From an optimization exercise on the open Yosys and OpenROAD flow, aimed at small area; shortcuts taken in it are not production practice. In this exercise RTL edits were held to simulation tests only and were not proved equivalent to the original. Power and IR drop assume default switching activity.

job 9582:
==> flow/design.v <==
module cacheline (
    input clk,
    input reset,
    input os_req,
    input [8-1:0] hitmap,
    input user_req,
    input [32-1:0] addr,
    output reg hit
);
    reg [32-1:0] tag0, tag1, tag2, tag3, tag4, tag5, tag6, tag7;
    reg [7:0] valid;
    reg [7:0] dom;         
    reg [7:1] meta;        
    wire [7:0] act = valid & dom;
    wire [7:0] m;          
    cacheline_match c0 (.tag(tag0), .addr(addr), .act(act[0]), .m(m[0]));
    cacheline_match c1 (.tag(tag1), .addr(addr), .act(act[1]), .m(m[1]));
    cacheline_match c2 (.tag(tag2), .addr(addr), .act(act[2]), .m(m[2]));
    cacheline_match c3 (.tag(tag3), .addr(addr), .act(act[3]), .m(m[3]));
    cacheline_match c4 (.tag(tag4), .addr(addr), .act(act[4]), .m(m[4]));
    cacheline_match c5 (.tag(tag5), .addr(addr), .act(act[5]), .m(m[5]));
    cacheline_match c6 (.tag(tag6), .addr(addr), .act(act[6]), .m(m[6]));
    cacheline_match c7 (.tag(tag7), .addr(addr), .act(act[7]), .m(m[7]));
    wire [7:0] we;
    wire [7:0] valid_nx, dom_nx;
    wire [7:1] meta_nx;
    wire hit_nx;
    cacheline_ctrl ctrl (
        .reset(reset), .os_req(os_req), .hitmap(hitmap), .user_req(user_req),
        .m(m), .valid(valid), .dom(dom), .meta(meta), .hit(hit),
        .we(we), .valid_nx(valid_nx), .dom_nx(dom_nx), .meta_nx(meta_nx), .hit_nx(hit_nx)
    );
    always @(posedge clk) begin
        if (we[0]) tag0 <= addr;
        if (we[1]) tag1 <= addr;
        if (we[2]) tag2 <= addr;
        if (we[3]) tag3 <= addr;
        if (we[4]) tag4 <= addr;
        if (we[5]) tag5 <= addr;
        if (we[6]) tag6 <= addr;
        if (we[7]) tag7 <= addr;
        valid <= valid_nx;
        dom <= dom_nx;
        meta <= meta_nx;
        hit <= hit_nx;
    end
endmodule
module cacheline_match (
    input [32-1:0] tag,
    input [32-1:0] addr,
    input act,
    output m
);
    assign m = act & (tag == addr);
endmodule
module cacheline_ctrl (
    input reset,
    input os_req,
    input [7:0] hitmap,
    input user_req,
    input [7:0] m,
    input [7:0] valid,
    input [7:0] dom,
    input [7:1] meta,
    input hit,
    output [7:0] we,
    output [7:0] valid_nx,
    output [7:0] dom_nx,
    output [7:1] meta_nx,
    output hit_nx
);
    wire u4 = dom[0] & dom[1];
    wire u5 = dom[2] & dom[3];
    wire u6 = dom[4] & dom[5];
    wire u7 = dom[6] & dom[7];
    wire u2 = u4 & u5;
    wire u3 = u6 & u7;
    wire u1 = u2 & u3;
    wire v1 = u1 ? meta[1] : (dom[4] | dom[5] | dom[6] | dom[7]);
    wire v2 = u2 ? meta[2] : (dom[2] | dom[3]);
    wire v3 = u3 ? meta[3] : (dom[6] | dom[7]);
    wire v4 = u4 ? meta[4] : dom[1];
    wire v5 = u5 ? meta[5] : dom[3];
    wire v6 = u6 ? meta[6] : dom[5];
    wire v7 = u7 ? meta[7] : dom[7];
    wire any = |m;
    wire req = !reset && !os_req && user_req;
    wire [7:0] vic;
    assign vic[0] = !v1 & !v2 & !v4;
    assign vic[1] = !v1 & !v2 &  v4;
    assign vic[2] = !v1 &  v2 & !v5;
    assign vic[3] = !v1 &  v2 &  v5;
    assign vic[4] =  v1 & !v3 & !v6;
    assign vic[5] =  v1 & !v3 &  v6;
    assign vic[6] =  v1 &  v3 & !v7;
    assign vic[7] =  v1 &  v3 &  v7;
    assign we = (req && !any) ? vic : 8'd0;
    wire h01 = m[0] | m[1];
    wire h23 = m[2] | m[3];
    wire h45 = m[4] | m[5];
    wire hL = h01 | h23;
    wire aL   = any ? hL : !v1;                                  
    wire a01  = any ? h01 : (!v1 & !v2);                         
    wire a23  = any ? (!h01 & h23) : (!v1 & v2);                 
    wire a45  = any ? (!hL & h45) : (v1 & !v3);                  
    wire a67  = any ? (!hL & !h45) : (v1 & v3);                  
    wire a0   = any ? m[0] : !v4;                                
    wire a2   = any ? m[2] : !v5;
    wire a4   = any ? m[4] : !v6;
    wire a6   = any ? m[6] : !v7;
    wire a0123 = aL;
    wire a01_in_L = any ? h01 : !v2;                             
    wire a45_in_R = any ? h45 : !v3;                             
    wire [7:1] upd;
    wire [7:1] val;
    assign upd[1] = u1;              assign val[1] = a0123;
    assign upd[2] = u2 & aL;         assign val[2] = a01_in_L;
    assign upd[3] = u3 & !aL;        assign val[3] = a45_in_R;
    assign upd[4] = u4 & a01;        assign val[4] = a0;
    assign upd[5] = u5 & a23;        assign val[5] = a2;
    assign upd[6] = u6 & a45;        assign val[6] = a4;
    assign upd[7] = u7 & a67;        assign val[7] = a6;
    assign meta_nx  = reset ? 7'd0 : (req ? ((upd & val) | (~upd & meta)) : meta);
    assign valid_nx = reset ? 8'd0 : (valid | we);
    assign dom_nx   = reset ? 8'd0 : (os_req ? hitmap : dom);
    assign hit_nx   = !reset && !os_req && (user_req ? any : hit);
endmodule
clock: 5.0 ns
lec_check: 0
cap_margin: 5
core_margin: 2
core_utilization: 40
gpl_timing_driven: 0
slew_margin: 5
synth_hierarchical: 1
standard.sh (not shown) runs the stock make flow with config.mk's settings and CLKGATE_MAP_FILE= SYNTH_SCRIPT=/design/flow/synth_recipe.tcl, a recipe that flattens the netlist after the stock synthesis.
==> flow/flow/run.sh <==
#!/bin/bash
# Layout flow: the standard synthesis (standard.sh synth, unchanged), then
# the standard layout steps with these changes:
#  - ports are buffered with a small buffer instead of the resizer's default
#    pick (a slow delay cell);
#  - clock-tree synthesis uses clusters of clkbuf_16 leaves and no dummy
#    balancing loads;
#  - the largest plain buffers are kept out of the post-synthesis repair steps;
#  - after the placement-stage repair, cells are sized down where timing has
#    slack (flow/recover.tcl).
# Each ORFS step writes its full log under orfs/logs/; make's own output goes
# to synth.log and layout.log in this folder.
set -euo pipefail
PORT_BUF=sky130_fd_sc_hd__buf_1
CTS="-sink_clustering_enable -repair_clock_nets -dont_use_dummy_load -buf_list {sky130_fd_sc_hd__clkbuf_16} -sink_clustering_size 30 -sink_clustering_max_diameter 100"
PLATFORM_DONT_USE="sky130_fd_sc_hd__probe_p_8 sky130_fd_sc_hd__probec_p_8 sky130_fd_sc_hd__lpflow_bleeder_1 sky130_fd_sc_hd__lpflow_clkbufkapwr_1 sky130_fd_sc_hd__lpflow_clkbufkapwr_16 sky130_fd_sc_hd__lpflow_clkbufkapwr_2 sky130_fd_sc_hd__lpflow_clkbufkapwr_4 sky130_fd_sc_hd__lpflow_clkbufkapwr_8 sky130_fd_sc_hd__lpflow_clkinvkapwr_1 sky130_fd_sc_hd__lpflow_clkinvkapwr_16 sky130_fd_sc_hd__lpflow_clkinvkapwr_2 sky130_fd_sc_hd__lpflow_clkinvkapwr_4 sky130_fd_sc_hd__lpflow_clkinvkapwr_8 sky130_fd_sc_hd__lpflow_decapkapwr_12 sky130_fd_sc_hd__lpflow_decapkapwr_3 sky130_fd_sc_hd__lpflow_decapkapwr_4 sky130_fd_sc_hd__lpflow_decapkapwr_6 sky130_fd_sc_hd__lpflow_decapkapwr_8 sky130_fd_sc_hd__lpflow_inputiso0n_1 sky130_fd_sc_hd__lpflow_inputiso0p_1 sky130_fd_sc_hd__lpflow_inputiso1n_1 sky130_fd_sc_hd__lpflow_inputiso1p_1 sky130_fd_sc_hd__lpflow_inputisolatch_1 sky130_fd_sc_hd__lpflow_isobufsrc_1 sky130_fd_sc_hd__lpflow_isobufsrc_16 sky130_fd_sc_hd__lpflow_isobufsrc_2 sky130_fd_sc_hd__lpflow_isobufsrc_4 sky130_fd_sc_hd__lpflow_isobufsrc_8 sky130_fd_sc_hd__lpflow_isobufsrckapwr_16 sky130_fd_sc_hd__lpflow_lsbuf_lh_hl_isowell_tap_1 sky130_fd_sc_hd__lpflow_lsbuf_lh_hl_isowell_tap_2 sky130_fd_sc_hd__lpflow_lsbuf_lh_hl_isowell_tap_4 sky130_fd_sc_hd__lpflow_lsbuf_lh_isowell_4 sky130_fd_sc_hd__lpflow_lsbuf_lh_isowell_tap_1 sky130_fd_sc_hd__lpflow_lsbuf_lh_isowell_tap_2 sky130_fd_sc_hd__lpflow_lsbuf_lh_isowell_tap_4"
EXTRA_DONT_USE="sky130_fd_sc_hd__buf_8 sky130_fd_sc_hd__buf_12 sky130_fd_sc_hd__buf_16 sky130_fd_sc_hd__bufbuf_8 sky130_fd_sc_hd__bufbuf_16 sky130_fd_sc_hd__buf_6"
bash standard.sh synth > synth.log 2>&1
bash standard.sh "POST_RESIZE_TCL=$(pwd)/flow/recover.tcl" "BUFFER_PORTS_ARGS=-buffer_cell $PORT_BUF" "CTS_ARGS=$CTS" "DONT_USE_CELLS=$PLATFORM_DONT_USE $EXTRA_DONT_USE" finish > layout.log 2>&1
==> flow/flow/recover.tcl <==
# After the placement-stage repair: size cells down wherever timing has slack.
log_cmd repair_timing -recover_power 100 -setup_margin 0.2 -verbose
Job 9582 completed; timing, DRC and antenna clean
diff inputs: job 9582 => job 8820
Settings: SLEW_MARGIN changed from 5 to 20; CAP_MARGIN changed from 5 to 20.
==> comparison <==
For the synthesis-to-layout area growth, job 8820 came in 0.19 points higher than job 9582 did. Job 9582 → job 8820: critical path depth decreased by 1 relative to the old numbers; wire length of the first global-routing pass increased by about 0.33% relative to the old numbers. Looking at job 9582 and job 8820, the share of the core filled with cells is a wash. Job 9582 and job 8820 ended up with roughly the same share of total power in combinational logic. Post-route standard cell area excluding fillers: job 8820 vs job 9582, no meaningful difference. Going from job 9582 to job 8820, transition time of the tightest slew-check pin shows a reduction of 0.026 ns, maximum frequency has decreased, total leakage power went up by 0.33%, final worst-path setup slack went down by 0.062 ns.
Inputs modified between job 8820 and job 5224:
Settings: changing SLEW_MARGIN from 20 to 5; setting PLACE_DENSITY to 0.8 for the first time; changing CAP_MARGIN from 20 to 5; changing CORE_UTILIZATION from 40 to 65.
--- a/flow/flow/run.sh
+++ b/flow/flow/run.sh
@@ -14,3 +14,3 @@
 PORT_BUF=sky130_fd_sc_hd__buf_1
-CTS="-sink_clustering_enable -repair_clock_nets -dont_use_dummy_load -buf_list {sky130_fd_sc_hd__clkbuf_16} -sink_clustering_size 30 -sink_clustering_max_diameter 100"
+CTS="-sink_clustering_enable -repair_clock_nets -dont_use_dummy_load -buf_list {sky130_fd_sc_hd__clkbuf_16} -sink_clustering_size 40 -sink_clustering_max_diameter 60"
 PLATFORM_DONT_USE="sky130_fd_sc_hd__probe_p_8 sky130_fd_sc_hd__probec_p_8 sky130_fd_sc_hd__lpflow_bleeder_1 sky130_fd_sc_hd__lpflow_clkbufkapwr_1 sky130_fd_sc_hd__lpflow_clkbufkapwr_16 sky130_fd_sc_hd__lpflow_clkbufkapwr_2 sky130_fd_sc_hd__lpflow_clkbufkapwr_4 sky130_fd_sc_hd__lpflow_clkbufkapwr_8 sky130_fd_sc_hd__lpflow_clkinvkapwr_1 sky130_fd_sc_hd__lpflow_clkinvkapwr_16 sky130_fd_sc_hd__lpflow_clkinvkapwr_2 sky130_fd_sc_hd__lpflow_clkinvkapwr_4 sky130_fd_sc_hd__lpflow_clkinvkapwr_8 sky130_fd_sc_hd__lpflow_decapkapwr_12 sky130_fd_sc_hd__lpflow_decapkapwr_3 sky130_fd_sc_hd__lpflow_decapkapwr_4 sky130_fd_sc_hd__lpflow_decapkapwr_6 sky130_fd_sc_hd__lpflow_decapkapwr_8 sky130_fd_sc_hd__lpflow_inputiso0n_1 sky130_fd_sc_hd__lpflow_inputiso0p_1 sky130_fd_sc_hd__lpflow_inputiso1n_1 sky130_fd_sc_hd__lpflow_inputiso1p_1 sky130_fd_sc_hd__lpflow_inputisolatch_1 sky130_fd_sc_hd__lpflow_isobufsrc_1 sky130_fd_sc_hd__lpflow_isobufsrc_16 sky130_fd_sc_hd__lpflow_isobufsrc_2 sky130_fd_sc_hd__lpflow_isobufsrc_4 sky130_fd_sc_hd__lpflow_isobufsrc_8 sky130_fd_sc_hd__lpflow_isobufsrckapwr_16 sky130_fd_sc_hd__lpflow_lsbuf_lh_hl_isowell_tap_1 sky130_fd_sc_hd__lpflow_lsbuf_lh_hl_isowell_tap_2 sky130_fd_sc_hd__lpflow_lsbuf_lh_hl_isowell_tap_4 sky130_fd_sc_hd__lpflow_lsbuf_lh_isowell_4 sky130_fd_sc_hd__lpflow_lsbuf_lh_isowell_tap_1 sky130_fd_sc_hd__lpflow_lsbuf_lh_isowell_tap_2 sky130_fd_sc_hd__lpflow_lsbuf_lh_isowell_tap_4"
### Flow results
- On global placement routability congestion, the lower figure sits with job 8820, not job 5224.
- Diff job 5224 and job 8820: reg2reg setup slack higher in job 8820
- Job 5224 closes out successfully: all stages finished, all timing, DRC and antenna checks passed.
- As far as combined area of the multi-input logic cells is concerned, job 8820 and job 5224 perform about the same.
- Job 5224 vs job 8820 — tapcell count dropped 155.
- Job 8820 → job 5224: share of cell area taken by flip-flops and latches +0.42 points, power +6.2%.
Here is what was changed in the inputs of job 9703 compared with job 5224.
Settings: a change of CORE_UTILIZATION from 65 to 40; a deleted PLACE_DENSITY that had been 0.8.
==> flow/flow/run.sh <==
#!/bin/bash
# Layout flow: the standard synthesis (standard.sh synth, unchanged), then
# the standard layout steps with these changes:
#  - ports are buffered with a small buffer instead of the resizer's default
#    pick (a slow delay cell);
#  - clock-tree synthesis uses clusters of clkbuf_16 leaves and no dummy
#    balancing loads;
#  - the largest plain buffers are kept out of the post-synthesis repair steps.
# Each ORFS step writes its full log under orfs/logs/; make's own output goes
# to synth.log and layout.log in this folder.
set -euo pipefail
PORT_BUF=sky130_fd_sc_hd__buf_1
CTS="-sink_clustering_enable -repair_clock_nets -dont_use_dummy_load -buf_list {sky130_fd_sc_hd__clkbuf_16} -sink_clustering_size 30 -sink_clustering_max_diameter 100"
PLATFORM_DONT_USE="sky130_fd_sc_hd__probe_p_8 sky130_fd_sc_hd__probec_p_8 sky130_fd_sc_hd__lpflow_bleeder_1 sky130_fd_sc_hd__lpflow_clkbufkapwr_1 sky130_fd_sc_hd__lpflow_clkbufkapwr_16 sky130_fd_sc_hd__lpflow_clkbufkapwr_2 sky130_fd_sc_hd__lpflow_clkbufkapwr_4 sky130_fd_sc_hd__lpflow_clkbufkapwr_8 sky130_fd_sc_hd__lpflow_clkinvkapwr_1 sky130_fd_sc_hd__lpflow_clkinvkapwr_16 sky130_fd_sc_hd__lpflow_clkinvkapwr_2 sky130_fd_sc_hd__lpflow_clkinvkapwr_4 sky130_fd_sc_hd__lpflow_clkinvkapwr_8 sky130_fd_sc_hd__lpflow_decapkapwr_12 sky130_fd_sc_hd__lpflow_decapkapwr_3 sky130_fd_sc_hd__lpflow_decapkapwr_4 sky130_fd_sc_hd__lpflow_decapkapwr_6 sky130_fd_sc_hd__lpflow_decapkapwr_8 sky130_fd_sc_hd__lpflow_inputiso0n_1 sky130_fd_sc_hd__lpflow_inputiso0p_1 sky130_fd_sc_hd__lpflow_inputiso1n_1 sky130_fd_sc_hd__lpflow_inputiso1p_1 sky130_fd_sc_hd__lpflow_inputisolatch_1 sky130_fd_sc_hd__lpflow_isobufsrc_1 sky130_fd_sc_hd__lpflow_isobufsrc_16 sky130_fd_sc_hd__lpflow_isobufsrc_2 sky130_fd_sc_hd__lpflow_isobufsrc_4 sky130_fd_sc_hd__lpflow_isobufsrc_8 sky130_fd_sc_hd__lpflow_isobufsrckapwr_16 sky130_fd_sc_hd__lpflow_lsbuf_lh_hl_isowell_tap_1 sky130_fd_sc_hd__lpflow_lsbuf_lh_hl_isowell_tap_2 sky130_fd_sc_hd__lpflow_lsbuf_lh_hl_isowell_tap_4 sky130_fd_sc_hd__lpflow_lsbuf_lh_isowell_4 sky130_fd_sc_hd__lpflow_lsbuf_lh_isowell_tap_1 sky130_fd_sc_hd__lpflow_lsbuf_lh_isowell_tap_2 sky130_fd_sc_hd__lpflow_lsbuf_lh_isowell_tap_4"
EXTRA_DONT_USE="sky130_fd_sc_hd__buf_8 sky130_fd_sc_hd__buf_12 sky130_fd_sc_hd__buf_16 sky130_fd_sc_hd__bufbuf_8 sky130_fd_sc_hd__bufbuf_16 sky130_fd_sc_hd__buf_6"
bash standard.sh synth > synth.log 2>&1
bash standard.sh "BUFFER_PORTS_ARGS=-buffer_cell $PORT_BUF" "CTS_ARGS=$CTS" "DONT_USE_CELLS=$PLATFORM_DONT_USE $EXTRA_DONT_USE" finish > layout.log 2>&1
removed: flow/flow/recover.tcl
==> run notes <==
First-iteration DRC count: job 9703 > job 5224. The transition time at the pin with the least slew margin was comparable across job 5224 and job 9703. Of job 9703 and job 5224, it is job 9703 that has the lower routed wire length. Job 9703 ends up with a via count that is 5.7% lower than in job 5224. The lower critical path depth in cells came out of job 5224.

re-timing with driven ports:
No port has a modelled driver above. Below, the same layouts with a new extraction and two added sets of constraints.
Step 1 assumes that a clkbuf_16 drives the clock port and a buf_2 every other input.
Step 2 times the ports against the registers' clock, not the clock port: input delays grow and output delays shrink by t, the midpoint of the rising clock arrivals with the driver on.
a / b / c = no drivers / after step 1 / after step 2; a / b = the first two.
run | t, ns | setup slack, ns | worst setup path at the end | worst slew at a driven data input, ns | cell pins on the clock port's net
job 9582 | 0.508 | 0.619 / 0.634 / 0.125 | input to register | 0.05 | 1
job 8820 | 0.512 | 0.557 / 0.561 / 0.049 | input to register | 0.04 | 1
job 5224 | 0.530 | 0.468 / 0.485 / -0.045 | input to register | 0.03 | 1
job 9703 | 0.512 | 0.737 / 0.744 / 0.232 | input to register | 0.04 | 1
Met with ideal ports but missed after step 2: setup timing in job 5224. The setup slack of job 5224, which loses most, moves by +0.017 ns with the drivers and by -0.513 ns with both steps.
